From an optimization exercise on the open Yosys and OpenROAD flow, aimed at small area, a short achievable clock period and few clock cycles; shortcuts taken in it are not production practice. In this exercise RTL edits were held to simulation tests only and were not proved equivalent to the original. Power is estimated from default activity; no workload was simulated.

## flow/design.v

```verilog
`timescale 1ns / 1ps
module cpu8080_ctl(st, ir, cond,
                   rd, wr, ia, fin, asel, dsel,
                   asrc, bsrc, aop, bk, isel, idec,
                   wsel, wdin, wrot,
                   fl_alu, fl_szpa, fl_cy8, fl_ac8, fl_pop, fl_rot, fl_stc,
                   fl_cmc, pairw, xchg, wload, wzinc);
   input  [2:0] st;
   input  [7:0] ir;
   input        cond;
   output reg   rd, wr, ia, fin;
   output reg [6:0] asel;    
   output reg [10:0] dsel;   
   output reg [7:0] asrc;    
   output reg [10:0] bsrc;   
   output reg [2:0] aop;
   output reg [1:0] bk;      
   output reg [4:0] isel;    
   output reg   idec;
   output reg [7:0] wsel;    
   output reg   wdin, wrot;
   output reg   fl_alu, fl_szpa, fl_cy8, fl_ac8, fl_pop, fl_rot, fl_stc,
                fl_cmc;
   output reg   pairw, xchg, wload, wzinc;
   localparam S_EX = 3'd0, S_1 = 3'd1, S_2 = 3'd2, S_3 = 3'd3, S_4 = 3'd4,
              S_HALT = 3'd5, S_IA = 3'd6, S_F0 = 3'd7;
   wire [2:0] dd = ir[5:3];
   wire [2:0] ss = ir[2:0];
   wire [1:0] rp = ir[5:4];
   wire g0 = ir[7:6] == 2'b00;
   wire g1 = ir[7:6] == 2'b01;
   wire g2 = ir[7:6] == 2'b10;
   wire g3 = ir[7:6] == 2'b11;
   wire i_hlt   = ir == 8'h76;
   wire i_movrm = g1 && ss == 3'd6 && dd != 3'd6;
   wire i_movmr = g1 && dd == 3'd6 && ss != 3'd6;
   wire i_movrr = g1 && dd != 3'd6 && ss != 3'd6;
   wire i_alum  = g2 && ss == 3'd6;
   wire i_lxi   = g0 && ir[3:0] == 4'h1;
   wire i_dad   = g0 && ir[3:0] == 4'h9;
   wire i_stax  = g0 && !ir[5] && ir[3:0] == 4'h2;
   wire i_ldax  = g0 && !ir[5] && ir[3:0] == 4'hA;
   wire i_shld  = ir == 8'h22;
   wire i_lhld  = ir == 8'h2A;
   wire i_sta   = ir == 8'h32;
   wire i_lda   = ir == 8'h3A;
   wire i_incx  = g0 && ir[2:0] == 3'd3;
   wire i_incdec= g0 && ir[2:1] == 2'b10;
   wire i_indm  = i_incdec && dd == 3'd6;
   wire i_mvi   = g0 && ss == 3'd6;
   wire i_mvim  = i_mvi && dd == 3'd6;
   wire i_rot   = g0 && ss == 3'd7 && !ir[5];
   wire i_daa   = ir == 8'h27;
   wire i_cma   = ir == 8'h2F;
   wire i_stc   = ir == 8'h37;
   wire i_cmc   = ir == 8'h3F;
   wire i_rcc   = g3 && ss == 3'd0;
   wire i_pop   = g3 && ir[3:0] == 4'h1;
   wire i_ret   = ir == 8'hC9;
   wire i_pchl  = ir == 8'hE9;
   wire i_jcc   = g3 && ss == 3'd2;
   wire i_jmp   = ir == 8'hC3;
   wire i_xthl  = ir == 8'hE3;
   wire i_xchg  = ir == 8'hEB;
   wire i_ccc   = g3 && ss == 3'd4;
   wire i_push  = g3 && ir[3:0] == 4'h5;
   wire i_call  = ir == 8'hCD;
   wire i_alui  = g3 && ss == 3'd6;
   wire i_rst   = g3 && ss == 3'd7;
   wire i_retx  = i_ret || (i_rcc && cond);
   wire i_callx = i_call || (i_ccc && cond);
   wire i_imm2  = i_shld || i_lhld || i_sta || i_lda || i_jmp || i_jcc ||
                  i_call || i_ccc;
   localparam P_PC = 0, P_HL = 1, P_BC = 2, P_DE = 3, P_SP = 4, P_SM2 = 5,
              P_WZ = 6;
   localparam Q_L = 5, Q_H = 4, Q_Z = 6, Q_A = 7, Q_PCL = 9, Q_PCH = 10;
   wire [3:0] q_pl = rp == 2'd3 ? 4'd8 : {1'b0, rp, 1'b1};
   wire [3:0] q_ph = rp == 2'd3 ? 4'd7 : {1'b0, rp, 1'b0};
   always @* begin
      rd = 1'b0; wr = 1'b0; ia = 1'b0; fin = 1'b0;
      asel = 7'd0; dsel = 11'd0;
      case (st)
         S_F0: fin = 1'b1;
         S_IA: ia = 1'b1;
         S_HALT: ;
         S_EX: begin
            if (i_hlt || i_dad || i_daa || i_pchl) ;
            else if (i_movrm || i_alum || i_indm) begin rd = 1'b1; asel[P_HL] = 1'b1; end
            else if (i_movmr) begin wr = 1'b1; asel[P_HL] = 1'b1; dsel[ss] = 1'b1; end
            else if (i_alui || i_mvi || i_lxi || i_imm2) begin rd = 1'b1; asel[P_PC] = 1'b1; end
            else if (i_stax) begin wr = 1'b1; asel[P_DE] = ir[4]; asel[P_BC] = !ir[4]; dsel[Q_A] = 1'b1; end
            else if (i_ldax) begin rd = 1'b1; asel[P_DE] = ir[4]; asel[P_BC] = !ir[4]; end
            else if (i_ret || i_rcc || i_pop || i_xthl) begin rd = 1'b1; asel[P_SP] = 1'b1; end
            else if (i_push) begin wr = 1'b1; asel[P_SM2] = 1'b1; dsel[q_pl] = 1'b1; end
            else if (i_rst) begin wr = 1'b1; asel[P_SM2] = 1'b1; dsel[Q_PCL] = 1'b1; end
            else fin = 1'b1;
         end
         S_1: begin
            if (i_mvim) begin wr = 1'b1; asel[P_HL] = 1'b1; dsel[Q_Z] = 1'b1; end
            else if (i_indm) ;
            else if (i_lxi || i_imm2) begin rd = 1'b1; asel[P_PC] = 1'b1; end
            else if (i_retx || i_pop) begin rd = 1'b1; asel[P_SP] = 1'b1; end
            else if (i_xthl) begin wr = 1'b1; asel[P_SP] = 1'b1; dsel[Q_L] = 1'b1; end
            else if (i_push) begin wr = 1'b1; asel[P_SP] = 1'b1; dsel[q_ph] = 1'b1; end
            else if (i_rst) begin wr = 1'b1; asel[P_SP] = 1'b1; dsel[Q_PCH] = 1'b1; end
            else fin = 1'b1;
         end
         S_2: begin
            if (i_indm) begin wr = 1'b1; asel[P_HL] = 1'b1; dsel[Q_Z] = 1'b1; end
            else if (i_shld) begin wr = 1'b1; asel[P_WZ] = 1'b1; dsel[Q_L] = 1'b1; end
            else if (i_sta) begin wr = 1'b1; asel[P_WZ] = 1'b1; dsel[Q_A] = 1'b1; end
            else if (i_lhld || i_lda) begin rd = 1'b1; asel[P_WZ] = 1'b1; end
            else if (i_callx) begin wr = 1'b1; asel[P_SM2] = 1'b1; dsel[Q_PCL] = 1'b1; end
            else if (i_xthl) begin rd = 1'b1; asel[P_SP] = 1'b1; end
            else fin = 1'b1;
         end
         S_3: begin
            if (i_shld) begin wr = 1'b1; asel[P_WZ] = 1'b1; dsel[Q_H] = 1'b1; end
            else if (i_lhld) begin rd = 1'b1; asel[P_WZ] = 1'b1; end
            else if (i_callx) begin wr = 1'b1; asel[P_SP] = 1'b1; dsel[Q_PCH] = 1'b1; end
            else if (i_xthl) begin wr = 1'b1; asel[P_SP] = 1'b1; dsel[Q_H] = 1'b1; end
            else fin = 1'b1;
         end
         default: fin = 1'b1;  
      endcase
      if (fin) begin rd = 1'b1; asel = 7'd1; end
   end
   always @* begin
      isel = 5'b00001; idec = 1'b0;
      if (i_incx) begin
         isel = 5'b00000; isel[rp == 2'd3 ? 0 : rp + 1] = 1'b1;
         idec = ir[3];
      end else if (i_shld || i_lhld) isel = 5'b10000;
      else if (i_push || i_rst || i_callx) idec = 1'b1;
      else if (i_xthl) idec = st[1];
   end
   reg [2:0] aidx, bidx;
   reg       azero, bconst, bsp;
   always @* begin
      aidx = 3'd7; bidx = ss; aop = dd; azero = 1'b0; bconst = 1'b0;
      bsp = 1'b0; bk = 2'd0;
      if (i_movrr || i_xthl) begin           
         azero = 1'b1; aop = 3'd6;
         if (i_xthl) bidx = 3'd6;
      end else if (i_incdec) begin
         aidx = dd; bconst = 1'b1; aop = ir[0] ? 3'd2 : 3'd0;
      end else if (i_dad) begin
         aidx = st[0] ? 3'd4 : 3'd5; bidx = {rp, ~st[0]};
         bsp = rp == 2'd3; aop = {2'b00, st[0]};
      end else if (i_daa) begin
         bconst = 1'b1; bk = st[0] ? 2'd2 : 2'd1; aop = 3'd0;
      end else if (i_cma) begin
         bconst = 1'b1; bk = 2'd3; aop = 3'd5;
      end
      asrc = azero ? 8'd0 : (8'd1 << aidx);
      bsrc = bconst ? 11'h100 : bsp ? (st[0] ? 11'h400 : 11'h200)
                    : (11'd1 << bidx);
   end
   reg       we;
   reg [2:0] wi;
   always @* begin
      we = 1'b0; wdin = 1'b0; wrot = 1'b0; wi = dd;
      fl_alu = 1'b0; fl_szpa = 1'b0; fl_cy8 = 1'b0; fl_ac8 = 1'b0;
      fl_pop = 1'b0; fl_rot = 1'b0; fl_stc = 1'b0; fl_cmc = 1'b0;
      pairw = 1'b0; xchg = 1'b0; wload = 1'b0; wzinc = 1'b0;
      case (st)
         S_EX: begin
            if (i_movrr) we = 1'b1;
            if (i_movrm || i_mvi) begin we = 1'b1; wdin = 1'b1; end
            if (i_alum || i_indm || i_alui || i_imm2 || i_ret || i_rcc ||
                i_xthl) begin
               we = 1'b1; wdin = 1'b1; wi = 3'd6;
            end
            if (i_ldax) begin we = 1'b1; wdin = 1'b1; wi = 3'd7; end
            if (g2 && !i_alum) begin
               we = dd != 3'd7; wi = 3'd7; fl_alu = 1'b1;
            end
            if (i_incdec && !i_indm) begin we = 1'b1; fl_szpa = 1'b1; end
            if ((i_lxi || i_pop) && rp != 2'd3) begin
               we = 1'b1; wdin = 1'b1; wi = {rp, 1'b1};
            end
            if (i_pop && rp == 2'd3) fl_pop = 1'b1;
            if (i_dad) begin we = 1'b1; wi = 3'd5; fl_cy8 = 1'b1; end
            if (i_daa) begin we = 1'b1; wi = 3'd7; fl_ac8 = 1'b1; end
            if (i_cma) begin we = 1'b1; wi = 3'd7; end
            if (i_rot) begin we = 1'b1; wi = 3'd7; wrot = 1'b1; fl_rot = 1'b1; end
            fl_stc = i_stc;
            fl_cmc = i_cmc;
            pairw = i_incx && rp != 2'd3;
            xchg = i_xchg;
         end
         S_1: begin
            if (i_alum || i_alui) begin
               we = dd != 3'd7; wi = 3'd7; fl_alu = 1'b1;
            end
            if (i_dad) begin we = 1'b1; wi = 3'd4; fl_cy8 = 1'b1; end
            if (i_daa) begin we = 1'b1; wi = 3'd7; fl_cy8 = 1'b1; end
            if (i_indm) begin we = 1'b1; wi = 3'd6; fl_szpa = 1'b1; end
            if ((i_lxi && rp != 2'd3) || i_pop) begin
               we = 1'b1; wdin = 1'b1; wi = rp == 2'd3 ? 3'd7 : {rp, 1'b0};
            end
            if (i_xthl) begin we = 1'b1; wi = 3'd5; end
            wload = i_imm2;
         end
         S_2: begin
            if (i_lhld) begin we = 1'b1; wdin = 1'b1; wi = 3'd5; end
            if (i_lda) begin we = 1'b1; wdin = 1'b1; wi = 3'd7; end
            if (i_xthl) begin we = 1'b1; wdin = 1'b1; wi = 3'd6; end
            wzinc = i_shld || i_lhld;
         end
         S_3: begin
            if (i_lhld) begin we = 1'b1; wdin = 1'b1; wi = 3'd4; end
            if (i_xthl) begin we = 1'b1; wi = 3'd4; end
         end
         default: ;
      endcase
      wsel = we ? (8'd1 << wi) : 8'd0;
   end
endmodule
module cpu8080(addr,      
               data_in,   
               data_out,  
               readmem,   
               writemem,  
               intr,      
               inta,      
               reset,     
               clock);    
   output [15:0] addr;
   input  [7:0]  data_in;
   output [7:0]  data_out;
   output        readmem;
   output        writemem;
   input         intr;
   output        inta;
   input         reset;
   input         clock;
   localparam S_EX   = 3'd0;  
   localparam S_1    = 3'd1;
   localparam S_2    = 3'd2;
   localparam S_3    = 3'd3;
   localparam S_4    = 3'd4;
   localparam S_HALT = 3'd5;  
   localparam S_IA   = 3'd6;  
   localparam S_F0   = 3'd7;  
   reg    [7:0]  A, B, C, D, E, H, L;
   reg    [7:0]  W, Z;            
   reg    [15:0] SP, PC;
   reg    [7:0]  IR;
   reg    [2:0]  st;
   reg           fS, fZ, fAC, fP, fCY;
   reg           ei;
   wire   [2:0]  dd = IR[5:3];
   wire   [1:0]  rp = IR[5:4];
   wire   [15:0] WZ = {W, Z};
   wire g0 = IR[7:6] == 2'b00;
   wire g3 = IR[7:6] == 2'b11;
   wire i_hlt   = IR == 8'h76;
   wire i_lxi   = g0 && IR[3:0] == 4'h1;
   wire i_shld  = IR == 8'h22;
   wire i_lhld  = IR == 8'h2A;
   wire i_sta   = IR == 8'h32;
   wire i_lda   = IR == 8'h3A;
   wire i_incx  = g0 && IR[2:0] == 3'd3;   
   wire i_mvi   = g0 && IR[2:0] == 3'd6;
   wire i_daa   = IR == 8'h27;
   wire i_rcc   = g3 && IR[2:0] == 3'd0;
   wire i_pop   = g3 && IR[3:0] == 4'h1;
   wire i_ret   = IR == 8'hC9;
   wire i_pchl  = IR == 8'hE9;
   wire i_sphl  = IR == 8'hF9;
   wire i_jcc   = g3 && IR[2:0] == 3'd2;
   wire i_jmp   = IR == 8'hC3;
   wire i_xthl  = IR == 8'hE3;
   wire i_di    = IR == 8'hF3;
   wire i_ei    = IR == 8'hFB;
   wire i_ccc   = g3 && IR[2:0] == 3'd4;
   wire i_push  = g3 && IR[3:0] == 4'h5;
   wire i_call  = IR == 8'hCD;
   wire i_alui  = g3 && IR[2:0] == 3'd6;
   wire i_rst   = g3 && IR[2:0] == 3'd7;
   reg fl;
   always @* case (dd[2:1])
      2'd0: fl = fZ;
      2'd1: fl = fCY;
      2'd2: fl = fP;
      default: fl = fS;
   endcase
   wire cond = fl == dd[0];
   wire i_retx  = i_ret || (i_rcc && cond);             
   wire i_callx = i_call || (i_ccc && cond);            
   wire i_imm2  = i_shld || i_lhld || i_sta || i_lda || i_jmp || i_jcc ||
                  i_call || i_ccc;                      
   reg        rd, wr, ia, fin;
   reg  [6:0] asel;
   reg  [10:0] dsel;
   reg  [7:0] asrc;
   reg  [10:0] bsrc;
   reg  [2:0] aop;
   reg        asub, arith, ci_cy, ci_ncy;
   reg  [1:0] bk;
   reg  [4:0] isel;
   reg        idec;
   reg  [7:0] wsel;
   reg        wdin, wrot;
   reg        fl_alu, fl_szpa, fl_cy8, fl_ac8, fl_pop, fl_rot, fl_stc, fl_cmc;
   reg        pairw, xchg, wload, wzinc;
   wire ex     = st == S_EX;
   wire ei_eff = ei & ~(ex & i_di);
   wire take   = intr & ei_eff;
   reg  [2:0] st_n;
   always @* begin
      if (fin) st_n = take ? S_IA : S_EX;
      else case (st)
         S_EX:   st_n = i_hlt ? S_HALT : S_1;
         S_1:    st_n = S_2;
         S_2:    st_n = S_3;
         S_3:    st_n = S_4;
         S_HALT: st_n = (intr && ei) ? S_IA : S_HALT;
         S_IA:   st_n = S_EX;
         default: st_n = S_EX;
      endcase
   end
   wire       go_ia = (fin & take) | (st == S_HALT & intr & ei);
   wire       newi  = fin | (st == S_IA);
   wire [2:0] st_a  = newi ? S_EX : (st == S_EX && i_hlt) ? S_HALT :
                      st == S_HALT ? S_HALT : st + 3'd1;
   wire [7:0] ir_n  = newi ? data_in : IR;
   wire       n_rd, n_wr, n_ia, n_fin;
   wire [6:0] n_asel;
   wire [10:0] n_dsel;
   wire [7:0] n_asrc;
   wire [10:0] n_bsrc;
   wire [2:0] n_aop;
   wire [1:0] n_bk;
   wire [4:0] n_isel;
   wire       n_idec;
   wire [7:0] n_wsel;
   wire       n_wdin, n_wrot;
   wire       n_fl_alu, n_fl_szpa, n_fl_cy8, n_fl_ac8, n_fl_pop, n_fl_rot,
              n_fl_stc, n_fl_cmc;
   wire       n_pairw, n_xchg, n_wload, n_wzinc;
   wire       c_rd, c_wr, c_ia, c_fin;
   wire [6:0] c_asel;
   wire [10:0] c_dsel;
   wire [7:0] c_wsel;
   wire       c_fl_alu, c_fl_szpa, c_fl_cy8, c_fl_ac8, c_fl_pop, c_fl_rot,
              c_fl_stc, c_fl_cmc;
   wire       c_pairw, c_xchg, c_wload, c_wzinc;
   cpu8080_ctl nxt(.st(st_a), .ir(ir_n), .cond(cond),
                   .rd(c_rd), .wr(c_wr), .ia(c_ia), .fin(c_fin),
                   .asel(c_asel), .dsel(c_dsel),
                   .asrc(n_asrc), .bsrc(n_bsrc), .aop(n_aop), .bk(n_bk),
                   .isel(n_isel), .idec(n_idec),
                   .wsel(c_wsel), .wdin(n_wdin), .wrot(n_wrot),
                   .fl_alu(c_fl_alu), .fl_szpa(c_fl_szpa), .fl_cy8(c_fl_cy8),
                   .fl_ac8(c_fl_ac8), .fl_pop(c_fl_pop), .fl_rot(c_fl_rot),
                   .fl_stc(c_fl_stc), .fl_cmc(c_fl_cmc),
                   .pairw(c_pairw), .xchg(c_xchg), .wload(c_wload),
                   .wzinc(c_wzinc));
   assign n_rd = c_rd & ~go_ia;
   assign n_wr = c_wr & ~go_ia;
   assign n_ia = c_ia | go_ia;
   assign n_fin = c_fin & ~go_ia;
   assign n_asel = go_ia ? 7'd0 : c_asel;
   assign n_dsel = go_ia ? 11'd0 : c_dsel;
   assign n_wsel = go_ia ? 8'd0 : c_wsel;
   assign n_fl_alu = c_fl_alu & ~go_ia;
   assign n_fl_szpa = c_fl_szpa & ~go_ia;
   assign n_fl_cy8 = c_fl_cy8 & ~go_ia;
   assign n_fl_ac8 = c_fl_ac8 & ~go_ia;
   assign n_fl_pop = c_fl_pop & ~go_ia;
   assign n_fl_rot = c_fl_rot & ~go_ia;
   assign n_fl_stc = c_fl_stc & ~go_ia;
   assign n_fl_cmc = c_fl_cmc & ~go_ia;
   assign n_pairw = c_pairw & ~go_ia;
   assign n_xchg = c_xchg & ~go_ia;
   assign n_wload = c_wload & ~go_ia;
   assign n_wzinc = c_wzinc & ~go_ia;
   always @(posedge clock) begin
      if (reset) begin
         rd <= 1'b1; wr <= 1'b0; ia <= 1'b0; fin <= 1'b1; asel <= 7'd1;
         dsel <= 11'd0;
         wsel <= 8'd0; fl_alu <= 1'b0; fl_szpa <= 1'b0; fl_cy8 <= 1'b0;
         fl_ac8 <= 1'b0; fl_pop <= 1'b0; fl_rot <= 1'b0; fl_stc <= 1'b0;
         fl_cmc <= 1'b0; pairw <= 1'b0; xchg <= 1'b0; wload <= 1'b0;
         wzinc <= 1'b0;
      end else begin
         rd <= n_rd; wr <= n_wr; ia <= n_ia; fin <= n_fin; asel <= n_asel;
         dsel <= n_dsel;
         wsel <= n_wsel; fl_alu <= n_fl_alu; fl_szpa <= n_fl_szpa;
         fl_cy8 <= n_fl_cy8; fl_ac8 <= n_fl_ac8; fl_pop <= n_fl_pop;
         fl_rot <= n_fl_rot; fl_stc <= n_fl_stc; fl_cmc <= n_fl_cmc;
         pairw <= n_pairw; xchg <= n_xchg; wload <= n_wload;
         wzinc <= n_wzinc;
      end
      asrc <= n_asrc; bsrc <= n_bsrc; aop <= n_aop; bk <= n_bk;
      asub <= n_aop == 3'd2 || n_aop == 3'd3 || n_aop == 3'd7;
      arith <= !n_aop[2] || n_aop == 3'd7;
      ci_cy <= n_aop == 3'd1;
      ci_ncy <= n_aop == 3'd3;
      isel <= n_isel; idec <= n_idec; wdin <= n_wdin; wrot <= n_wrot;
   end
   wire daa1 = (A[3:0] > 4'd9) || fAC;
   wire daa2 = (A[7:4] > 4'd9) || fCY;
   reg  [7:0] kv;
   always @* case (bk)
      2'd0: kv = 8'h01;
      2'd1: kv = daa1 ? 8'h06 : 8'h00;
      2'd2: kv = daa2 ? 8'h60 : 8'h00;
      default: kv = 8'hFF;
   endcase
   wire [7:0] aa = ({8{asrc[0]}} & B) | ({8{asrc[1]}} & C) |
                   ({8{asrc[2]}} & D) | ({8{asrc[3]}} & E) |
                   ({8{asrc[4]}} & H) | ({8{asrc[5]}} & L) |
                   ({8{asrc[6]}} & Z) | ({8{asrc[7]}} & A);
   wire [7:0] rb = ({8{bsrc[0]}} & B) | ({8{bsrc[1]}} & C) |
                   ({8{bsrc[2]}} & D) | ({8{bsrc[3]}} & E) |
                   ({8{bsrc[4]}} & H) | ({8{bsrc[5]}} & L) |
                   ({8{bsrc[6]}} & Z) | ({8{bsrc[7]}} & A);
   wire [7:0] bb = rb | ({8{bsrc[8]}} & kv) | ({8{bsrc[9]}} & SP[7:0]) |
                   ({8{bsrc[10]}} & SP[15:8]);
   function [8:0] carries;
      input [7:0] g;
      input [7:0] p;
      input       cin;
      reg   [7:0] gg, pp;
      integer     lv, i, j;
      begin
         gg = g; pp = p;
         for (lv = 0; lv < 3; lv = lv + 1)
            for (i = 0; i < 8; i = i + 1)
               if (i & (1 << lv)) begin
                  j = (i & ~((2 << lv) - 1)) + (1 << lv) - 1;
                  gg[i] = gg[i] | (pp[i] & gg[j]);
                  pp[i] = pp[i] & pp[j];
               end
         carries[0] = cin;
         for (i = 0; i < 8; i = i + 1)
            carries[i + 1] = gg[i] | (pp[i] & cin);
      end
   endfunction
   wire       acin = (ci_cy & fCY) | (ci_ncy & ~fCY) | (asub & ~ci_ncy);
   wire [7:0] bx   = bb ^ {8{asub}};
   wire [7:0] ap   = aa ^ bx;
   wire [7:0] ag   = aa & bx;
   wire [8:0] cy   = carries(ag, ap, acin);
   wire [7:0] sum  = ap ^ cy[7:0];
   reg  [7:0] lres;
   always @* case (aop[1:0])
      2'd0: lres = aa & bb;
      2'd1: lres = aa ^ bb;
      default: lres = aa | bb;
   endcase
   wire [7:0] ares = arith ? sum : lres;
   wire a_cy = arith & (cy[8] ^ asub);
   wire a_ac = arith & (cy[4] ^ asub);
   wire a_z  = ares == 8'd0;
   wire a_p  = arith ? ~(^ap ^ ^cy[7:0]) : ~^lres;
   wire c8   = cy[8];         
   reg [7:0] rres;
   reg       rcy;
   always @* case (IR[4:3])
      2'd0: begin rres = {A[6:0], A[7]}; rcy = A[7]; end
      2'd1: begin rres = {A[0], A[7:1]}; rcy = A[0]; end
      2'd2: begin rres = {A[6:0], fCY};  rcy = A[7]; end
      default: begin rres = {fCY, A[7:1]}; rcy = A[0]; end
   endcase
   function [15:0] incdec16;
      input [15:0] x;
      input        dec;
      integer      i;
      reg   [15:0] y;
      begin
         y = x ^ {16{dec}};
         for (i = 0; i < 16; i = i + 1)
            incdec16[i] = x[i] ^ ((y & ((16'd1 << i) - 16'd1)) == ((16'd1 << i) - 16'd1));
      end
   endfunction
   wire [15:0] idu_in = ({16{isel[0]}} & SP) | ({16{isel[1]}} & {B, C}) |
                        ({16{isel[2]}} & {D, E}) | ({16{isel[3]}} & {H, L}) |
                        ({16{isel[4]}} & WZ);
   wire [15:0] idu = incdec16(idu_in, idec);
   wire [15:0] pcinc = incdec16(PC, 1'b0);
   wire [15:0] spm2 = SP - 16'd2;
   assign addr = ({16{asel[0]}} & PC) | ({16{asel[1]}} & {H, L}) |
                 ({16{asel[2]}} & {B, C}) | ({16{asel[3]}} & {D, E}) |
                 ({16{asel[4]}} & SP) | ({16{asel[5]}} & spm2) |
                 ({16{asel[6]}} & WZ);
   wire [7:0] flagbyte = { fS, fZ, 1'b0, fAC, 1'b0, fP, 1'b1, fCY };
   assign data_out = ({8{dsel[0]}} & B) | ({8{dsel[1]}} & C) |
                     ({8{dsel[2]}} & D) | ({8{dsel[3]}} & E) |
                     ({8{dsel[4]}} & H) | ({8{dsel[5]}} & L) |
                     ({8{dsel[6]}} & Z) | ({8{dsel[7]}} & A) |
                     ({8{dsel[8]}} & flagbyte) | ({8{dsel[9]}} & PC[7:0]) |
                     ({8{dsel[10]}} & PC[15:8]);
   assign readmem  = rd;
   assign writemem = wr;
   assign inta     = ia;
   wire [7:0] wv = wdin ? data_in : wrot ? rres : ares;
   wire fl_szp = fl_alu | fl_szpa;
   wire fl_cya = fl_alu | fl_cy8;        
   wire fS_o  = fl_pop ? data_in[7] : fS;
   wire fZ_o  = fl_pop ? data_in[6] : fZ;
   wire fP_o  = fl_pop ? data_in[2] : fP;
   wire fAC_o = fl_pop ? data_in[4] : fAC;
   wire fCY_o = fl_pop ? data_in[0] : fl_rot ? rcy : fl_stc ? 1'b1 :
                fl_cmc ? ~fCY : fCY;
   always @(posedge clock) begin
      if (wsel[0]) B <= wv;
      if (wsel[1]) C <= wv;
      if (wsel[2]) D <= wv;
      if (wsel[3]) E <= wv;
      if (wsel[4]) H <= wv;
      if (wsel[5]) L <= wv;
      if (wsel[6]) Z <= wv;
      if (wsel[7]) A <= wv;
      if (pairw) begin
         case (rp)
            2'd0: {B, C} <= idu;
            2'd1: {D, E} <= idu;
            default: {H, L} <= idu;
         endcase
      end
      if (xchg) begin D <= H; E <= L; H <= D; L <= E; end
      if (wload) W <= data_in;
      if (wzinc) {W, Z} <= idu;
      fS  <= fl_szp ? ares[7] : fS_o;
      fZ  <= fl_szp ? a_z : fZ_o;
      fP  <= fl_szp ? a_p : fP_o;
      fAC <= fl_szp ? a_ac : fl_ac8 ? c8 : fAC_o;
      fCY <= fl_cya ? a_cy : fCY_o;
      if (reset) begin
         st <= S_F0;
         PC <= 16'd0;
         ei <= 1'b1;
      end else begin
         st <= st_n;
         if (fin) begin
            if (!take) begin
               IR <= data_in;
               PC <= pcinc;
            end
            ei <= (ex & i_ei) | (ei_eff & ~take);
         end else case (st)
         S_EX: begin
            if (i_alui || i_mvi || i_lxi || i_imm2) PC <= pcinc;
            if (i_lxi && rp == 2'd3) SP[7:0] <= data_in;
            if (i_retx || i_pop || i_push || i_rst) SP <= idu;
            if (i_pchl) PC <= {H, L};
         end
         S_1: begin
            if (i_lxi && rp == 2'd3) SP[15:8] <= data_in;
            if (i_lxi || i_shld || i_lhld || i_sta || i_lda || i_call || i_ccc ||
                (i_jcc && !cond)) PC <= pcinc;
            if (i_jmp || (i_jcc && cond) || i_retx) PC <= {data_in, Z};
            if (i_retx || i_pop || i_xthl || i_push || i_rst) SP <= idu;
            if (i_rst) PC <= {10'd0, dd, 3'd0};
         end
         S_2: begin
            if (i_callx) SP <= idu;
         end
         S_3: begin
            if (i_callx || i_xthl) SP <= idu;
            if (i_callx) PC <= WZ;
         end
         S_HALT: begin
            if (intr && ei) ei <= 1'b0;
         end
         S_IA: begin
            IR <= data_in;
            PC <= pcinc;
         end
         default: ;
         endcase
         if (fin && ex) begin
            if (i_incx && rp == 2'd3) SP <= idu;
            if (i_sphl) SP <= {H, L};
         end
      end
   end
endmodule
```

## flow/run.sh

```bash
#!/bin/bash
# synth_recipe.tcl (not shown) runs the flow's synth.tcl, then flattens the netlist and writes it again
# the make line also repeats each setting of config.mk as NAME=value (left out here)
make -C /OpenROAD-flow-scripts/flow DESIGN_CONFIG=/design/flow/config.mk WORK_HOME=/design/flow/orfs CLKGATE_MAP_FILE= SYNTH_SCRIPT=/design/flow/synth_recipe.tcl finish
```

## flow/config.mk

```make
export PLATFORM = sky130hd
export DESIGN_NAME = cpu8080
export DESIGN_NICKNAME = cpu8080
export VERILOG_FILES = /design/flow/design.v
export SDC_FILE = /design/flow/constraint.sdc
export NUM_CORES = 4
export LEC_CHECK = 0
export CAP_MARGIN = 20
export CORE_MARGIN = 2
export CORE_UTILIZATION = 40
export PLACE_DENSITY = 0.6
export SETUP_SLACK_MARGIN = 3.0
export SLEW_MARGIN = 20
```

## flow/constraint.sdc

```tcl
create_clock -name core_clock -period 7.0 [get_ports {clock}]
set_input_delay 1.4000 -clock core_clock [delete_from_list [all_inputs] [get_ports {clock}]]
set_output_delay 1.4000 -clock core_clock [all_outputs]
set_load 0.01 [all_outputs]
```

==> flow_metrics.env, run 1 <==
export IMPL_avgSynthCellArea_um2=7.79
export IMPL_cp_common_cell="nor2_1"
export IMPL_start_util_pct=40.6
export IMPL_syn_inst=2026
export IMPL_arrival_ps=4380
export IMPL_viasPerCell=7.12
export IMPL_cts_num_sinks=198
export IMPL_min_to="ei"
export IMPL_hold_violations=0
export IMPL_async_flop_share_pct=0
export IMPL_max_slew_margin_pct=22.3
export IMPL_maxCapViolCount=0
export IMPL_outcome="finished clean"
export IMPL_powerDensity_mw_per_mm2=575
export IMPL_htreeDepth=4
export IMPL_overflow=0
export IMPL_final_net_count=2117
export IMPL_r2r_start="bk[0]"
export IMPL_critPathMaxStageDelay_ps=1010
export IMPL_die_x_um=203
export IMPL_ys_seq_elements=198
export IMPL_path_cells="clkdlybuf4s50_1 > nor2_1 > o21ai_1 > nor2_1 > nand2_1 > a21oi_1"
export IMPL_clockRootBuffer="clkbuf_16"
export IMPL_cts_made_buffers=17
export IMPL_synth_xor_xnor_area_share_pct=4.15
export IMPL_grt_antenna_before_repair=2
export IMPL_whs_ps=477
export IMPL_drtIter0Drc=3162
export IMPL_yosys_top_cells_area="dfxtp_1 (18%), edfxtp_1 (10%), a22oi_1 (6.8%)"
export IMPL_vias=18414
export IMPL_hold_depth=2
export IMPL_grt_pass1_wl_mm=117
export IMPL_synth_compound_area_share_pct=32.3
export IMPL_die_h_um=203
export IMPL_track_usage_pct=38.6
export IMPL_wire_per_inst_um=31.4
export IMPL_drv_slew=0
export IMPL_rsz0062_at_grt="true"
export IMPL_port_buffers=37
export IMPL_worst_pin_slew_ps=1160
export IMPL_finalCriticalPeriod_ps=3980
export IMPL_grt_max_degree=43
export IMPL_gp_congestion=1.00
export IMPL_grt_pass1_vias=17069
export IMPL_drc=0
export IMPL_synthesis_area_mm2=0.0158
export IMPL_rr_worst_depth=15
export IMPL_synthMuxAreaShare_pct=2.99
export IMPL_clkLatencyLatePin_ps=510
export IMPL_drive_gt1_share_pct=17.6
export IMPL_yosysWarnings=2
export IMPL_clock_skew_ps=15.6
export IMPL_yosys_area_top_type="dfxtp_1"
export IMPL_fin_setup_tns_ps=0
export IMPL_p_leak_nw=6.96
export IMPL_synth_edff_count=53
export IMPL_worst_path_max_fanout=21
export IMPL_yosysSeqAreaShare_pct=28.5
export IMPL_die_area_mm2=0.0410
export IMPL_area_delta_synth_final_pct=18.5
export IMPL_ys_types=94
export IMPL_fmax_mhz=251
export IMPL_fin_crit_sh_pct=56.9
export IMPL_dp_cells=2451
export IMPL_critical_path_slowest_cell="clkdlybuf4s50_1"
export IMPL_cts_hold_fix_buffers=0
export IMPL_dpl_hpwl_mm=58.5
export IMPL_cp_data_required_time_ps=7400
export IMPL_ant_nets=0
export IMPL_path_buf_inv=1
export IMPL_startpoint_type="input port"
export IMPL_drt_wl_total_mm=81.2
export IMPL_ys_dominant_reg_cell="dfxtp_1"
export IMPL_final_common_cell="nand2_1"
export IMPL_core_area_mm2=0.0388
export IMPL_synth_simple_area_share_pct=21.8
export IMPL_dr_pass1_iters=13
export IMPL_synth_fa_ha_area_share_pct=4.09
export IMPL_reg2reg_to="Z[7]"
export IMPL_rows=72
export IMPL_power_mw=10.7
export IMPL_syn_num_nets=2088
export IMPL_end_kind="flop"
export IMPL_final_util_pct=48.1
export IMPL_vdd_drop_max_uv=617
export IMPL_clk_pin_slew_ps=80
export IMPL_critPathKind="input port to flop"
export IMPL_mostFrequentLayoutCells="nand2_1 (191), nor2_1 (162), buf_4 (141), a22oi_1 (140), dfxtp_1 (139)"
export IMPL_hold_start="ei"
export IMPL_min_path_type="flop to flop"
export IMPL_setup_viol=0
export IMPL_cp_top_family="simple AND/OR/NAND/NOR gates"
export IMPL_post_synth_top_area_fraction_pct=18.4
export IMPL_cts_tree="done"
export IMPL_synth_top_family_by_area="compound AO/OA/AOI/OAI gates"
export IMPL_instances_no_fill=2587
export IMPL_ios=38
export IMPL_r2r_slack_ps=3060
export IMPL_clockBufferDepth=2
[report_power, final]
group	internal (mW)	switching, mW	total [mW]
registers	1.53	0.818	2.35
clock network	0.518	0.524	1.04
logic	3.37	3.99	7.36
[flip-flops by register name, summed over array words and instances, names as in the netlist, 11 cells and up]
register  flops
SP           16
bsrc         11
dsel         11
PC           16
[final cells by class]
cell class,count,area (um2)
multi-input cells,1581,11100
clock buffers,21,492
clock inverters,11,101
well taps,518,648
diodes,1,2.50
flip-flops and latches,198,4510
inverters,68,263
repair buffers,189,1550
fillers,3825,20100
[kinds of logic after synthesis]
group | Yosys count
XOR/XNOR | 69
flip-flops | 198
AO/OA/AOI/OAI | 717
adder cells (fa/ha/maj) | 51
buffers and inverters | 248
AND/OR/NAND/NOR | 699
multiplexers | 44
[metal layers]
metal	GRT usage (%)	routed length, um	vias up
li1	-	-	7786
met1	48.2	30100	8768
met2	58.3	34200	1456
met3	9.07	9400	404
met4	27.7	7500	0
met5	0	0	-
[timing repair]
item | CTS | global route
cloned | 0 | 1
setup endpoints to repair | 120 | 115
pin swaps | 42 | 49
buffers inserted | 59 | 43
gates resized for setup | 124 | 95
[worst reg2reg max path, stage by stage (launching register included)]
cell,delay [ps]
dfxtp_4,370
inv_1,40
ha_1,280
a22o_1,200
a221oi_2,200
and3_4,280
xnor2_4,150
ha_4,230
ha_2,170
a221o_2,430
buf_6,150
a21o_1,170
a211o_1,300
a211oi_2,260
a21oi_4,110
mux2_4,340
[through the flow]
stage	instance area, um2	worst slack [ps]
2_1_floorplan	15800	2900
6_report	18700	3020
5_1_grt	18700	2940
4_1_cts	18000	2920
3_3_place_gp	16500	1460
3_5_place_dp	16500	1400
[how the worst max path moves through the flow]
stage / from / endpoint / slack (ps) / cells past startpoint
after CTS: A[1] / D[7] / 2920 / 15
after floorplan: data_in[0] / wsel[3] / 2900 / 12
after global routing: SP[6] / addr[12] / 2940 / 9
after detailed placement: data_in[2] / wsel[3] / 1400 / 11
after global placement: data_in[2] / dsel[9] / 1460 / 11
final: reset / asel[1] / 3020 / 6
[synth_stat cells, types with 33 or more instances]
cell type	number
clkbuf_1	150
nor2_1	171
nor3_1	47
dfxtp_1	145
a22oi_1	142
a21oi_1	120
edfxtp_1	53
o21ai_0	125
nand4_1	42
nand3_1	57
a222oi_1	38
a211oi_1	36
nand2_1	197
xnor2_1	33
inv_1	65
ha_1	50
Testbench counts, summed over its fixed seeds: cycles 103,935.
==> run 2: changes to the inputs <==
--- a/flow/config.mk
+++ b/flow/config.mk
@@ -10,2 +10,3 @@
 export CORE_UTILIZATION = 40
+export GPL_ROUTABILITY_DRIVEN = 0
 export PLACE_DENSITY = 0.6
==> flow_metrics.env, run 2 <==
export IMPL_cts_tree="done"
export IMPL_start_util_pct=40.6
export IMPL_die_x_um=203
export IMPL_power_mw=10.8
export IMPL_final_common_cell="nand2_1"
export IMPL_maxCapViolCount=0
export IMPL_final_net_count=2108
export IMPL_ys_dominant_reg_cell="dfxtp_1"
export IMPL_die_h_um=203
export IMPL_outcome="finished clean"
export IMPL_clk_pin_slew_ps=80
export IMPL_port_buffers=37
export IMPL_startpoint_type="flop"
export IMPL_dp_cells=2435
export IMPL_drtIter0Drc=3962
export IMPL_ant_nets=0
export IMPL_yosys_top_cells_area="dfxtp_1 (18%), edfxtp_1 (10%), a22oi_1 (6.8%)"
export IMPL_worst_pin_slew_ps=1270
export IMPL_finalCriticalPeriod_ps=4100
export IMPL_clock_skew_ps=19.6
export IMPL_synth_commonest_cells="nand2_1 (197), nor2_1 (171), clkbuf_1 (150)"
export IMPL_fmax_mhz=244
export IMPL_arrival_ps=2700
export IMPL_vias=18643
export IMPL_ys_types=94
export IMPL_cts_made_buffers=17
export IMPL_track_usage_pct=34.9
export IMPL_post_synth_top_area_fraction_pct=18.4
export IMPL_max_slew_margin_pct=15.2
export IMPL_critPathKind="flop to output port"
export IMPL_drive_gt1_share_pct=17.2
export IMPL_cp_top_family="simple AND/OR/NAND/NOR gates"
export IMPL_p_leak_nw=6.87
export IMPL_yosysWarnings=2
export IMPL_ios=38
export IMPL_internal_power_mw=5.36
export IMPL_switching_share_pct=50.2
export IMPL_hold_violations=0
export IMPL_powerDensity_mw_per_mm2=576
export IMPL_synthMostInstantiatedCell="nand2_1"
export IMPL_overflow=0
export IMPL_grt_pass1_wl_mm=109
export IMPL_drc=0
export IMPL_pwr_share_clk_pct=9.4
export IMPL_instances_no_fill=2578
export IMPL_cp_data_required_time_ps=5600
export IMPL_fin_crit_sh_pct=58.5
export IMPL_synthesis_area_mm2=0.0158
export IMPL_dpl_hpwl_mm=52.1
export IMPL_power_frac_comb_pct=68.8
export IMPL_clkLatencyLatePin_ps=470
export IMPL_path_cells="nor4_2 > nand2b_1 > nor2_2 > nand2_2 > buf_6 > nor4_4 > xor2_1 > nand2_1 > nand4_1 > buf_2"
export IMPL_core_area_mm2=0.0388
export IMPL_viasPerCell=7.23
export IMPL_seqPwrFrac_pct=21.8
export IMPL_dr_pass1_iters=13
export IMPL_wire_per_inst_um=29.2
export IMPL_whs_ps=479
export IMPL_die_area_mm2=0.0410
export IMPL_critPathMaxStageDelay_ps=520
export IMPL_grt_antenna_before_repair=0
export IMPL_critical_path_slowest_cell="edfxtp_1"
export IMPL_path_buf_inv=2
export IMPL_syn_num_nets=2088
export IMPL_final_util_pct=48.1
export IMPL_reg_largest_list="PC (16), SP (16)"
export IMPL_mostFrequentLayoutCells="nand2_1 (191), nor2_1 (165), dfxtp_1 (141), a22oi_1 (138), buf_4 (130)"
export IMPL_worst_path_max_fanout=3
export IMPL_rsz0062_at_grt="true"
export IMPL_synth_edff_count=53
export IMPL_cts_num_sinks=198
export IMPL_drt_wl_total_mm=75.2
export IMPL_clockBufferDepth=2
export IMPL_rows=72
export IMPL_vdd_drop_max_uv=896
export IMPL_grt_pass1_vias=16781
export IMPL_end_kind="output port"
export IMPL_syn_inst=2026
export IMPL_clockRootBuffer="clkbuf_16"
export IMPL_avgSynthCellArea_um2=7.79
export IMPL_min_path_type="flop to flop"
export IMPL_setup_viol=0
export IMPL_p_sw_mw=5.40
export IMPL_r2r_slack_ps=2990
export IMPL_drv_slew=0
export IMPL_grt_max_degree=52
export IMPL_fin_setup_tns_ps=0
export IMPL_async_flop_share_pct=0
export IMPL_yosys_area_top_type="dfxtp_1"
export IMPL_htreeDepth=4
export IMPL_yosysSeqAreaShare_pct=28.5
export IMPL_area_delta_synth_final_pct=18.4
export IMPL_cts_hold_fix_buffers=0
export IMPL_ys_seq_elements=198
-- run 2: worst reg2reg max path: stages, from the launching register on --
cell and delay (ps):
edfxtp_1 510, a22oi_2 200, nand2_1 90, a221oi_2 200, nand4_1 240, xor2_1 210
ha_1 330, ha_2 190, a221o_2 420, buf_6 150, a21o_1 170, a211o_1 310
a211oi_2 280, a21oi_4 120, mux2_4 350
-- run 2: path summary, 6_finish.rpt --
path,cells past startpoint,start,end
max,10,SP[3],addr[15]
min,2,ei,ei
max reg2reg,14,SP[1],Z[7]
min reg2reg,2,ei,ei
-- run 2: repair_timing --
action / 4_1_cts / 5_1_grt
pin swaps: 38 / 63
endpoints found under the setup margin: 137 / 107
hold endpoints to repair: 0 / 0
resized for setup: 125 / 107
buffers inserted: 68 / 42
-- run 2: logic make-up (layout without fill, tap and decap cells) --
| logic type | count (synthesis) | in the layout | share of synthesized area [%] |
|---|---|---|---|
| AO/OA/AOI/OAI | 717 | 717 | 32.3 |
| XOR/XNOR | 69 | 69 | 4.15 |
| adder cells (fa/ha/maj) | 51 | 51 | 4.09 |
| buffers and inverters | 248 | 281 | 6.20 |
| flip-flops | 198 | 198 | 28.5 |
| multiplexers | 44 | 44 | 2.99 |
| other | 0 | 1 | 0 |
| AND/OR/NAND/NOR | 699 | 699 | 21.8 |
-- run 2: cell type report --
class | instances | area (um2)
repair buffers | 181 | 1510
well taps | 518 | 648
multi-input cells | 1580 | 11200
clock inverters | 14 | 136
clock buffers | 18 | 429
diodes | 1 | 2.50
flip-flops and latches | 198 | 4500
inverters | 68 | 269
fillers | 3693 | 20200
-- run 2: routing by layer --
metal  GRT usage (%)  share of wire, %  vias to the layer above
li1                -                 -                     7777
met1            46.2                37                     8655
met2            48.6                39                     1750
met3            11.5                15                      459
met4            22.0               8.3                        2
met5               0             0.055                        -
-- run 2: power by group through the flow --
| stage | clock network (mW) | registers (mW) | logic, mW |
|---|---|---|---|
| finish | 1.01 | 2.35 | 7.40 |
| global route | 1.04 | 2.35 | 7.85 |
| CTS | 1.00 | 2.28 | 6.33 |
| detailed placement | 0 | 2.31 | 5.52 |
| global placement | 0 | 2.31 | 5.43 |
| floorplan | 0 | 1.74 | 4.38 |
-- run 2: per-stage QoR --
stage	area [um2]	worst slack, ps
floorplan	15800	2900
global placement	16400	1310
detailed placement	16400	1100
CTS	17900	2780
global route	18700	2850
finish	18700	2900
==> run 3: changes to the inputs <==
--- a/flow/config.mk
+++ b/flow/config.mk
@@ -10,4 +10,3 @@
 export CORE_UTILIZATION = 40
-export GPL_ROUTABILITY_DRIVEN = 0
-export PLACE_DENSITY = 0.6
+export PLACE_DENSITY = 0.7
 export SETUP_SLACK_MARGIN = 3.0
==> flow_metrics.env, run 3 <==
export IMPL_outcome="finished clean"
export IMPL_ant_nets=0
export IMPL_fmax_mhz=245
export IMPL_clock_skew_ps=15.0
export IMPL_grt_pass1_wl_mm=114
export IMPL_syn_inst=2026
export IMPL_end_kind="output port"
export IMPL_drv_slew=0
export IMPL_htreeDepth=4
export IMPL_overflow=0
export IMPL_synth_edff_count=53
export IMPL_path_cells="nor4_4 > nand2b_1 > nor2_2 > nand2_2 > buf_6 > nor4_4 > xor2_1 > nand2_1 > nand4_1 > buf_2"
export IMPL_gp_congestion=1.06
export IMPL_critical_path_slowest_cell="edfxtp_1"
export IMPL_ys_types=94
export IMPL_place_area_mm2=0.0165
export IMPL_finalCriticalPeriod_ps=4090
export IMPL_cp_data_required_time_ps=5600
export IMPL_core_area_mm2=0.0388
export IMPL_startpoint_type="flop"
export IMPL_clk_pin_slew_ps=90
export IMPL_maxCapViolCount=0
export IMPL_vias=18615
export IMPL_wire_per_inst_um=30.5
export IMPL_drive_gt1_share_pct=18.4
export IMPL_final_common_cell="nand2_1"
export IMPL_whs_ps=502
export IMPL_p_leak_nw=6.94
export IMPL_drtIter0Drc=3277
export IMPL_mostFrequentLayoutCells="nand2_1 (190), nor2_1 (164), dfxtp_1 (141), a22oi_1 (139), buf_4 (132)"
export IMPL_final_net_count=2120
export IMPL_antennaDiodeCount=0
export IMPL_async_flop_share_pct=0
export IMPL_route_top_layer_used="met4"
export IMPL_ios=38
export IMPL_rsz0062_at_grt="true"
export IMPL_path_buf_inv=2
export IMPL_critPathKind="flop to output port"
export IMPL_post_synth_top_area_fraction_pct=18.4
export IMPL_die_h_um=203
export IMPL_reg_largest_list="PC (16), SP (16)"
export IMPL_powerDensity_mw_per_mm2=587
export IMPL_synthesis_area_mm2=0.0158
export IMPL_ys_dominant_reg_cell="dfxtp_1"
export IMPL_setup_viol=0
export IMPL_grt_pass1_vias=17186
export IMPL_die_x_um=203
export IMPL_cts_num_sinks=198
export IMPL_yosys_area_top_type="dfxtp_1"
export IMPL_fin_setup_tns_ps=0
export IMPL_die_area_mm2=0.0410
export IMPL_cp_common_cell="nor4_4"
export IMPL_synthMostInstantiatedCell="nand2_1"
export IMPL_viasPerCell=7.19
export IMPL_arrival_ps=2690
export IMPL_ys_seq_elements=198
export IMPL_drt_wl_total_mm=78.9
export IMPL_wl_met1_mm=28.9
export IMPL_dr_pass1_iters=9
export IMPL_port_buffers=37
export IMPL_routed_wl_met2_mm=33.4
export IMPL_worst_pin_slew_ps=1220
export IMPL_vdd_drop_max_uv=884
export IMPL_clockBufferDepth=2
export IMPL_critPathMaxStageDelay_ps=480
export IMPL_yosysWarnings=2
export IMPL_clockRootBuffer="clkbuf_16"
export IMPL_max_slew_margin_pct=18.5
export IMPL_yosys_top_cells_area="dfxtp_1 (18%), edfxtp_1 (10%), a22oi_1 (6.8%)"
export IMPL_final_area_mm2=0.0189
export IMPL_hold_violations=0
export IMPL_clkLatencyLatePin_ps=480
export IMPL_synth_commonest_cells="nand2_1 (197), nor2_1 (171), clkbuf_1 (150)"
export IMPL_cp_top_family="simple AND/OR/NAND/NOR gates"
export IMPL_fin_crit_sh_pct=58.4
export IMPL_dpl_hpwl_mm=56.7
export IMPL_rows=72
export IMPL_area_delta_synth_final_pct=19.8
export IMPL_worst_path_max_fanout=4
export IMPL_syn_num_nets=2088
export IMPL_cts_tree="done"
export IMPL_yosysSeqAreaShare_pct=28.5
export IMPL_grt_antenna_before_repair=1
export IMPL_min_path_type="flop to flop"
export IMPL_met3WireLength_mm=9.88
export IMPL_avgSynthCellArea_um2=7.79
export IMPL_track_usage_pct=37.1
export IMPL_start_util_pct=40.6
export IMPL_cts_made_buffers=17
export IMPL_drc=0
export IMPL_grt_max_degree=43
[run 3: cell count changes in the layout (fill, tap and decap cells not counted), sizes merged]
cell	delta
clkdlybuf4s18	+1
clkinvlp	-1
clkinv	+1
clkdlybuf4s15	-2
clkbuf	+6
inv	-1
buf	+10
clkdlybuf4s50	-1
dlymetal6s2s	-2
diode	-1
[run 3: worst min-delay path: cells and delay by family, from the launching register on]
family	cells	cell delay [ps]
flops	1	320
simple gates	1	70
compound gates	1	70
[run 3: cell type report]
cell class	instances	area (um2)
multi-input combinational	1580	11200
sequential	198	4500
inverter	68	275
fill	3738	19900
timing repair buffer	193	1620
tap	518	648
clock buffer	18	450
clock inverter	13	151
[run 3: worst paths after layout]
kind | startpoint | endpoint | slack, ps | depth (start not counted)
worst max-delay path | SP[5] | addr[15] | 2910 | 10
worst min-delay path | ei | ei | 500 | 2
worst max register to register | A[1] | H[4] | 2970 | 17
worst min register to register | ei | ei | 500 | 2
[run 3: through the flow]
stage	total power [mW]	worst slack, ps	utilization, %	instances
2_1_floorplan	6.12	2900	-	2026
3_3_place_gp	7.83	1040	42.4	2445
5_1_grt	11.6	2820	48.6	2588
6_report	11.1	2910	48.6	2588
4_1_cts	9.69	2950	46.8	2553
3_5_place_dp	7.93	1010	42.5	2446
[run 3: kinds of logic (layout without fill, tap and decap cells)]
logic type	Yosys count	after routing	share of synthesized area, %
xor+xnor	69	69	4.15
fa+ha+maj	51	51	4.09
mux	44	44	2.99
compound gates	717	717	32.3
simple gates	699	699	21.8
flops	198	198	28.5
buf+inv	248	292	6.20
[run 3: timing repair]
item	in CTS	in global routing
hold endpoints to repair	0	0
setup endpoints to repair	144	109
setup buffers	76	35
hold buffers	0	0
pin swaps	45	63
resized for setup	136	127
[run 3: power breakdown]
part	internal [mW]	switching (mW)	leakage, nW
sequential	1.52	0.795	1.69
clock	0.502	0.542	0.298
combinational	3.51	4.22	4.96
total	5.53	5.56	6.94
[run 3: routing by layer]
metal	up-vias	track usage, %
li1	7802	-
met1	8799	47.0
met2	1622	55.7
met3	392	8.67
met4	0	25.9
met5	-	0
==> run 4: changes to the inputs <==
--- a/flow/config.mk
+++ b/flow/config.mk
@@ -7,2 +7,3 @@
 export LEC_CHECK = 0
+export ABC_AREA = 1
 export CAP_MARGIN = 20
@@ -10,4 +11,4 @@
 export CORE_UTILIZATION = 40
-export PLACE_DENSITY = 0.7
-export SETUP_SLACK_MARGIN = 3.0
+export PLACE_DENSITY = 0.6
+export SETUP_SLACK_MARGIN = 3.5
 export SLEW_MARGIN = 20
==> flow_metrics.env, run 4 <==
export IMPL_routed_wl_met2_mm=43.1
export IMPL_nFillCells=4447
export IMPL_rsz0062_at_grt="true"
export IMPL_drive_gt1_share_pct=21.8
export IMPL_post_synth_top_area_fraction_pct=17.1
export IMPL_cts_made_buffers=17
export IMPL_ys_types=70
export IMPL_ios=38
export IMPL_worst_pin_slew_ps=861
export IMPL_outcome="finished clean"
export IMPL_finalCriticalPeriod_ps=3990
export IMPL_rr_worst_depth=14
export IMPL_gp_congestion=1.05
export IMPL_grt_antenna_before_repair=6
export IMPL_port_buffers=37
export IMPL_core_area_mm2=0.0429
export IMPL_area_delta_synth_final_pct=23.3
export IMPL_synthesis_area_mm2=0.0173
export IMPL_clockRootBuffer="clkbuf_16"
export IMPL_die_h_um=212
export IMPL_cp_top_family="XOR/XNOR gates"
export IMPL_dpl_hpwl_mm=75.1
export IMPL_yosysSeqAreaShare_pct=26.0
export IMPL_clock_skew_ps=12.5
export IMPL_r2r_start="Z[2]"
export IMPL_async_flop_share_pct=0
export IMPL_arrival_ps=4250
export IMPL_reg2reg_to="fP"
export IMPL_cts_tree="done"
export IMPL_fin_crit_sh_pct=57.0
export IMPL_syn_num_nets=2826
export IMPL_clockBufferDepth=2
export IMPL_drtIter0Drc=3562
export IMPL_overflow=0
export IMPL_crit_path_start="Z[2]"
export IMPL_reg_largest_list="PC (16), SP (16)"
export IMPL_preCtsSetupSlack_ps=1830
export IMPL_final_util_pct=49.7
export IMPL_clkLatencyLatePin_ps=510
export IMPL_worst_path_max_fanout=3
export IMPL_cp_depth=14
export IMPL_power_mw=10.6
export IMPL_final_net_count=2947
export IMPL_drc=0
export IMPL_hold_violations=0
export IMPL_p_leak_nw=9.63
export IMPL_ys_dominant_reg_cell="dfxtp_1"
export IMPL_dr_pass1_iters=11
export IMPL_critPathMaxStageDelay_ps=540
export IMPL_setup_viol=0
export IMPL_grt_pass1_wl_mm=142
export IMPL_grt_pass1_vias=19912
export IMPL_start_util_pct=40.3
export IMPL_grt_max_degree=40
export IMPL_route_top_layer_used="met5"
export IMPL_vias=21878
export IMPL_syn_inst=2764
export IMPL_cp_common_cell="xnor2_2"
export IMPL_track_usage_pct=44.9
export IMPL_critPathKind="flop to flop"
export IMPL_path_buf_inv=2
export IMPL_drv_slew=0
export IMPL_yosysWarnings=2
export IMPL_cp_data_required_time_ps=7260
export IMPL_path_cells="inv_1 > o22ai_1 > nor4_4 > inv_1 > ha_1 > ha_1 > xnor2_2 > xnor2_2 > xnor2_2 > xnor2_2 > xor2_2 > or2_4 > nand2_1 > a21oi_2"
export IMPL_htreeDepth=4
export IMPL_vdd_drop_max_uv=983
export IMPL_wl_met1_mm=37.4
export IMPL_wire_per_inst_um=29.4
export IMPL_max_slew_margin_pct=42.4
export IMPL_die_area_mm2=0.0449
export IMPL_end_kind="flop"
export IMPL_layout_setup_ws_ps=3010
export IMPL_viasPerCell=6.28
export IMPL_mostFrequentLayoutCells="nand2_1 (736), inv_1 (322), nor2_1 (207), o21ai_0 (184), nand3_1 (144)"
export IMPL_yosys_area_top_type="nand2_1"
export IMPL_clk_pin_slew_ps=80
export IMPL_yosys_top_cells_area="nand2_1 (17%), dfxtp_1 (17%), edfxtp_1 (9.2%)"
export IMPL_instances_no_fill=3484
export IMPL_dp_cells=3301
export IMPL_final_common_cell="nand2_1"
export IMPL_ant_nets=0
export IMPL_crit_end="fP"
export IMPL_die_x_um=212
export IMPL_rows=76
export IMPL_avgSynthCellArea_um2=6.25
export IMPL_fin_setup_tns_ps=0
export IMPL_synth_commonest_cells="nand2_1 (788), inv_1 (356), o21ai_0 (228)"
export IMPL_synth_edff_count=53
export IMPL_startpoint_type="flop"
export IMPL_ys_seq_elements=198
export IMPL_met3WireLength_mm=12.7
export IMPL_critical_path_slowest_cell="edfxtp_1"
export IMPL_min_path_type="flop to flop"
export IMPL_r2r_slack_ps=3010
export IMPL_powerDensity_mw_per_mm2=498
export IMPL_maxCapViolCount=0
export IMPL_fmax_mhz=250
export IMPL_synthMostInstantiatedCell="nand2_1"
export IMPL_drt_wl_total_mm=103
export IMPL_cts_num_sinks=198
==> run 4: cell types whose count changed in the layout (fill, tap and decap cells not counted), moves of 35 or more <==
| cell | change |
|---|---|
| dfxtp_1 | -47 |
| nand2_2 | +53 |
| nand2_1 | +546 |
| a22oi_1 | -124 |
| nor2_1 | +43 |
| o211ai_1 | +41 |
| inv_2 | +35 |
| inv_1 | +260 |
| nand3_1 | +91 |
| o21ai_0 | +76 |
| a222oi_1 | -38 |
==> run 4: power breakdown <==
part | total [mW] | internal, mW | switching (mW)
logic | 7.29 | 2.85 | 4.44
registers | 2.21 | 1.52 | 0.698
clock network | 1.12 | 0.571 | 0.547
==> run 4: worst reg2reg max path: stages, from the launching register on <==
cell,delay (ps)
edfxtp_1,540
inv_1,330
o22ai_1,190
nor4_4,450
inv_1,130
ha_1,390
ha_1,350
xnor2_2,230
xnor2_2,130
xnor2_2,160
xnor2_2,280
xor2_2,150
or2_4,270
nand2_1,80
a21oi_2,60
==> run 4: kinds of logic (layout without fill, tap and decap cells) <==
group,Yosys count,after routing,share of synthesized area [%]
flip-flops,198,198,26.0
adder cells (fa/ha/maj),51,51,3.73
other,0,1,0
AND/OR/NAND/NOR,1369,1370,35.4
buffers and inverters,493,626,11.1
XOR/XNOR,45,45,2.28
AO/OA/AOI/OAI,608,608,21.6
==> run 4: worst min-delay path by stage <==
stage | from | to | cells past startpoint
after CTS | PC[7] | PC[7] | 2
final | PC[7] | PC[7] | 2
after floorplan | PC[7] | PC[7] | 2
after detailed placement | PC[7] | PC[7] | 2
after global routing | D[5] | H[5] | 2
after global placement | PC[7] | PC[7] | 2
==> run 4: repair_timing <==
| action | 4_1_cts | 5_1_grt |
|---|---|---|
| pin swaps | 52 | 113 |
| hold buffers | 0 | 0 |
| buffers inserted | 99 | 50 |
| endpoints found under the setup margin | 184 | 150 |
| cloned | 1 | 0 |
| resized for setup | 316 | 233 |
==> run 4: area by class of cell <==
cell class	instances	area (um2)	share of cell area (%)
well taps	585	732	3.43
inverters	386	1520	7.13
repair buffers	208	1760	8.24
clock buffers	17	425	2.00
clock inverters	15	190	0.892
diodes	1	2.50	0.0117
flip-flops and latches	198	4600	21.6
multi-input cells	2074	12100	56.7
==> run 4: routing by layer <==
metal  vias to the layer above  track usage (%)
li1                       9464                -
met1                     10312             55.4
met2                      1643             66.8
met3                       449             11.4
met4                        10             34.9
met5                         -                0
==> run 4: stage by stage <==
stage	hold slack, ps	instance area [um2]
6_report	524	21300
3_5_place_dp	510	18100
4_1_cts	523	20200
5_1_grt	539	21300
2_1_floorplan	458	17300
3_3_place_gp	500	18100
==> run 5: changes to the inputs <==
--- a/flow/config.mk
+++ b/flow/config.mk
@@ -7,3 +7,2 @@
 export LEC_CHECK = 0
-export ABC_AREA = 1
 export CAP_MARGIN = 20
@@ -12,3 +11,3 @@
 export PLACE_DENSITY = 0.6
-export SETUP_SLACK_MARGIN = 3.5
+export SETUP_SLACK_MARGIN = 2.5
 export SLEW_MARGIN = 20
==> flow_metrics.env, run 5 <==
export IMPL_worst_path_max_fanout=16
export IMPL_p_leak_nw=6.44
export IMPL_setup_viol=0
export IMPL_area_delta_synth_final_pct=12.1
export IMPL_yosys_area_top_type="dfxtp_1"
export IMPL_finalCriticalPeriod_ps=4520
export IMPL_final_area_mm2=0.0177
export IMPL_start_util_pct=40.6
export IMPL_die_area_mm2=0.0410
export IMPL_place_area_mm2=0.0165
export IMPL_final_common_cell="nand2_1"
export IMPL_dr_pass1_iters=10
export IMPL_die_h_um=203
export IMPL_wire_per_inst_um=30.6
export IMPL_syn_inst=2026
export IMPL_seqPwrFrac_pct=24.7
export IMPL_antennaDiodeCount=0
export IMPL_grt_max_degree=43
export IMPL_ant_nets=0
export IMPL_cp_top_family="compound AO/OA/AOI/OAI gates"
export IMPL_r2r_start="isel[1]"
export IMPL_fmax_mhz=221
export IMPL_max_slew_margin_pct=19.8
export IMPL_avgSynthCellArea_um2=7.79
export IMPL_preCtsSetupSlack_ps=1250
export IMPL_power_frac_comb_pct=64.6
export IMPL_cts_made_buffers=17
export IMPL_fin_crit_sh_pct=64.5
export IMPL_fin_setup_tns_ps=0
export IMPL_drv_slew=0
export IMPL_critical_path_slowest_cell="a222oi_1"
export IMPL_switching_share_pct=51.7
export IMPL_viasPerCell=7.13
export IMPL_synthMostInstantiatedCell="nand2_1"
export IMPL_p_sw_mw=4.89
export IMPL_met3WireLength_mm=8.60
export IMPL_maxCapViolCount=0
export IMPL_crit_end="W[4]"
export IMPL_critPathMaxStageDelay_ps=1060
export IMPL_mostFrequentLayoutCells="nand2_1 (196), nor2_1 (169), dfxtp_1 (143), a22oi_1 (141), o21ai_0 (120)"
export IMPL_ios=38
export IMPL_drc=0
export IMPL_outcome="finished clean"
export IMPL_yosysWarnings=2
export IMPL_synthesis_area_mm2=0.0158
export IMPL_async_flop_share_pct=0
export IMPL_post_synth_top_area_fraction_pct=18.4
export IMPL_ys_dominant_reg_cell="dfxtp_1"
export IMPL_clkLatencyLatePin_ps=480
export IMPL_route_top_layer_used="met4"
export IMPL_min_path_type="flop to flop"
export IMPL_die_x_um=203
export IMPL_drtIter0Drc=3368
export IMPL_reg2reg_to="W[4]"
export IMPL_core_area_mm2=0.0388
export IMPL_grt_pass1_vias=16859
export IMPL_vias=17980
export IMPL_cp_common_cell="a222oi_1"
export IMPL_hold_violations=0
export IMPL_dpl_hpwl_mm=57.3
export IMPL_track_usage_pct=36.9
export IMPL_startpoint_type="flop"
export IMPL_rows=72
export IMPL_drt_wl_total_mm=77.2
export IMPL_reg_largest_list="PC (16), SP (16)"
export IMPL_ys_types=94
export IMPL_routed_wl_met2_mm=32.8
export IMPL_wl_met1_mm=29.2
export IMPL_crit_path_start="isel[1]"
export IMPL_cts_tree="done"
export IMPL_htreeDepth=4
export IMPL_gp_congestion=0.997
export IMPL_vdd_drop_max_uv=683
export IMPL_path_buf_inv=0
export IMPL_clk_pin_slew_ps=80
export IMPL_arrival_ps=4680
export IMPL_powerDensity_mw_per_mm2=535
export IMPL_syn_num_nets=2088
export IMPL_critPathKind="flop to flop"
export IMPL_clockBufferDepth=2
export IMPL_rr_worst_depth=7
export IMPL_path_cells="a222oi_1 > and3_1 > or3_1 > a222oi_1 > nand2_2 > xor2_1 > mux2i_1"
export IMPL_clockRootBuffer="clkbuf_16"
export IMPL_cts_num_sinks=198
export IMPL_synth_edff_count=53
export IMPL_synth_commonest_cells="nand2_1 (197), nor2_1 (171), clkbuf_1 (150)"
export IMPL_cp_data_required_time_ps=7160
export IMPL_grt_pass1_wl_mm=113
export IMPL_internal_power_mw=4.57
export IMPL_pwr_share_clk_pct=10.7
export IMPL_port_buffers=37
export IMPL_r2r_slack_ps=2480
export IMPL_grt_antenna_before_repair=1
export IMPL_worst_pin_slew_ps=1200
export IMPL_layout_setup_ws_ps=2480
export IMPL_final_net_count=2054
export IMPL_clock_skew_ps=12.9
export IMPL_rsz0062_at_grt="true"
export IMPL_overflow=0
export IMPL_cp_depth=7
export IMPL_drive_gt1_share_pct=10.9
export IMPL_yosys_top_cells_area="dfxtp_1 (18%), edfxtp_1 (10%), a22oi_1 (6.8%)"
export IMPL_ys_seq_elements=198
export IMPL_yosysSeqAreaShare_pct=28.5
export IMPL_end_kind="flop"
run 5: power groups by stage:
stage | sequential (mW) | combinational (mW) | clock [mW]
6_report | 2.33 | 6.11 | 1.01
4_1_cts | 2.27 | 5.78 | 1.01
5_1_grt | 2.34 | 6.65 | 1.05
3_3_place_gp | 2.30 | 5.49 | 0
2_1_floorplan | 1.74 | 4.35 | 0
3_5_place_dp | 2.30 | 5.56 | 0
run 5: kinds of logic after synthesis:
logic type	synth area share [%]
AOI/OAI and AO/OA	32.3
xor gates and xnor gates	4.15
adders and majority gates	4.09
buffers and inverters	6.20
DFF	28.5
muxes	2.99
and+or+nand+nor	21.8
run 5: worst min-delay path by stage:
stage / slack (ps) / to / from / cells past startpoint
2_1_floorplan: 440 / ei / ei / 2
3_3_place_gp: 450 / ei / ei / 2
3_5_place_dp: 460 / ei / ei / 2
4_1_cts: 480 / ei / ei / 2
5_1_grt: 510 / ei / ei / 2
6_report: 480 / ei / ei / 2
run 5: layout make-up:
type | instances | area (um2)
Fill cell | 3932 | 21100
Multi-Input combinational cell | 1580 | 10600
Sequential cell | 198 | 4500
Timing Repair Buffer | 127 | 1050
Tap cell | 518 | 648
Clock buffer | 18 | 429
Inverter | 68 | 262
Clock inverter | 14 | 156
run 5: what timing repair did:
| action | 4_1_cts | 5_1_grt |
|---|---|---|
| gates cloned | 0 | 0 |
| hold buffers | 0 | 0 |
| gates resized for setup | 37 | 39 |
| setup buffers | 9 | 30 |
| pin swaps | 5 | 11 |
| setup endpoints to repair | 74 | 77 |
run 5: routing by layer:
| layer | GRT usage [%] | vias to the layer above |
|---|---|---|
| met5 | 0 | - |
| met4 | 26.9 | 0 |
| met3 | 7.34 | 350 |
| met2 | 55.2 | 1456 |
| met1 | 47.1 | 8507 |
| li1 | - | 7667 |
run 5: tightest hold or removal path, delay by kind of cell, from the launching register on:
| family | cells | cell delay [ps] |
|---|---|---|
| compound gates | 1 | 70 |
| simple gates | 1 | 50 |
| flops | 1 | 310 |
run 5: through the flow:
| stage | hold slack, ps | std cells | total power, mW | util (%) |
|---|---|---|---|---|
| 2_1_floorplan | 440 | 2026 | 6.09 | - |
| 4_1_cts | 476 | 2493 | 9.07 | 44.5 |
| 5_1_grt | 510 | 2523 | 10.0 | 45.5 |
| 3_3_place_gp | 452 | 2451 | 7.80 | 42.4 |
| 6_report | 475 | 2523 | 9.46 | 45.5 |
| 3_5_place_dp | 459 | 2452 | 7.86 | 42.4 |

-- re-timing with driven ports --
Ports are ideal in the flow. The routed layouts listed here were re-timed in OpenROAD. Step 1: set_driving_cell puts a clkbuf_16 on clock and a buf_2 on each other input, an assumption about the parent block. Step 2, shift: input delay + t, output delay - t, t = (earliest + latest rising clock arrival at the registers) / 2. This alone moves slack from input paths to output paths. Three values: no drivers, after step 1, after step 2; two values: the first two.
| run | shift t [ns] | slack for setup (ns) | hold WS [ns] | pins driven straight from the clock port |
|---|---|---|---|---|
| run 1 | 0.557 | 3.020 / 2.965 / 2.494 | 0.477 / 0.477 / 0.477 | 1 |
| run 2 | 0.515 | 2.902 / 2.847 / 2.482 | 0.479 / 0.479 / 0.479 | 1 |
| run 3 | 0.529 | 2.910 / 2.855 / 2.561 | 0.502 / 0.502 / 0.502 | 1 |
| run 4 | 0.566 | 3.007 / 3.007 / 2.977 | 0.524 / 0.524 / 0.524 | 1 |
| run 5 | 0.534 | 2.484 / 2.484 / 2.102 | 0.475 / 0.475 / 0.475 | 1 |
After both steps setup and hold are still met in every run listed. The setup slack of run 1, which loses most, moves by -0.055 ns with the drivers and by -0.526 ns with both steps.
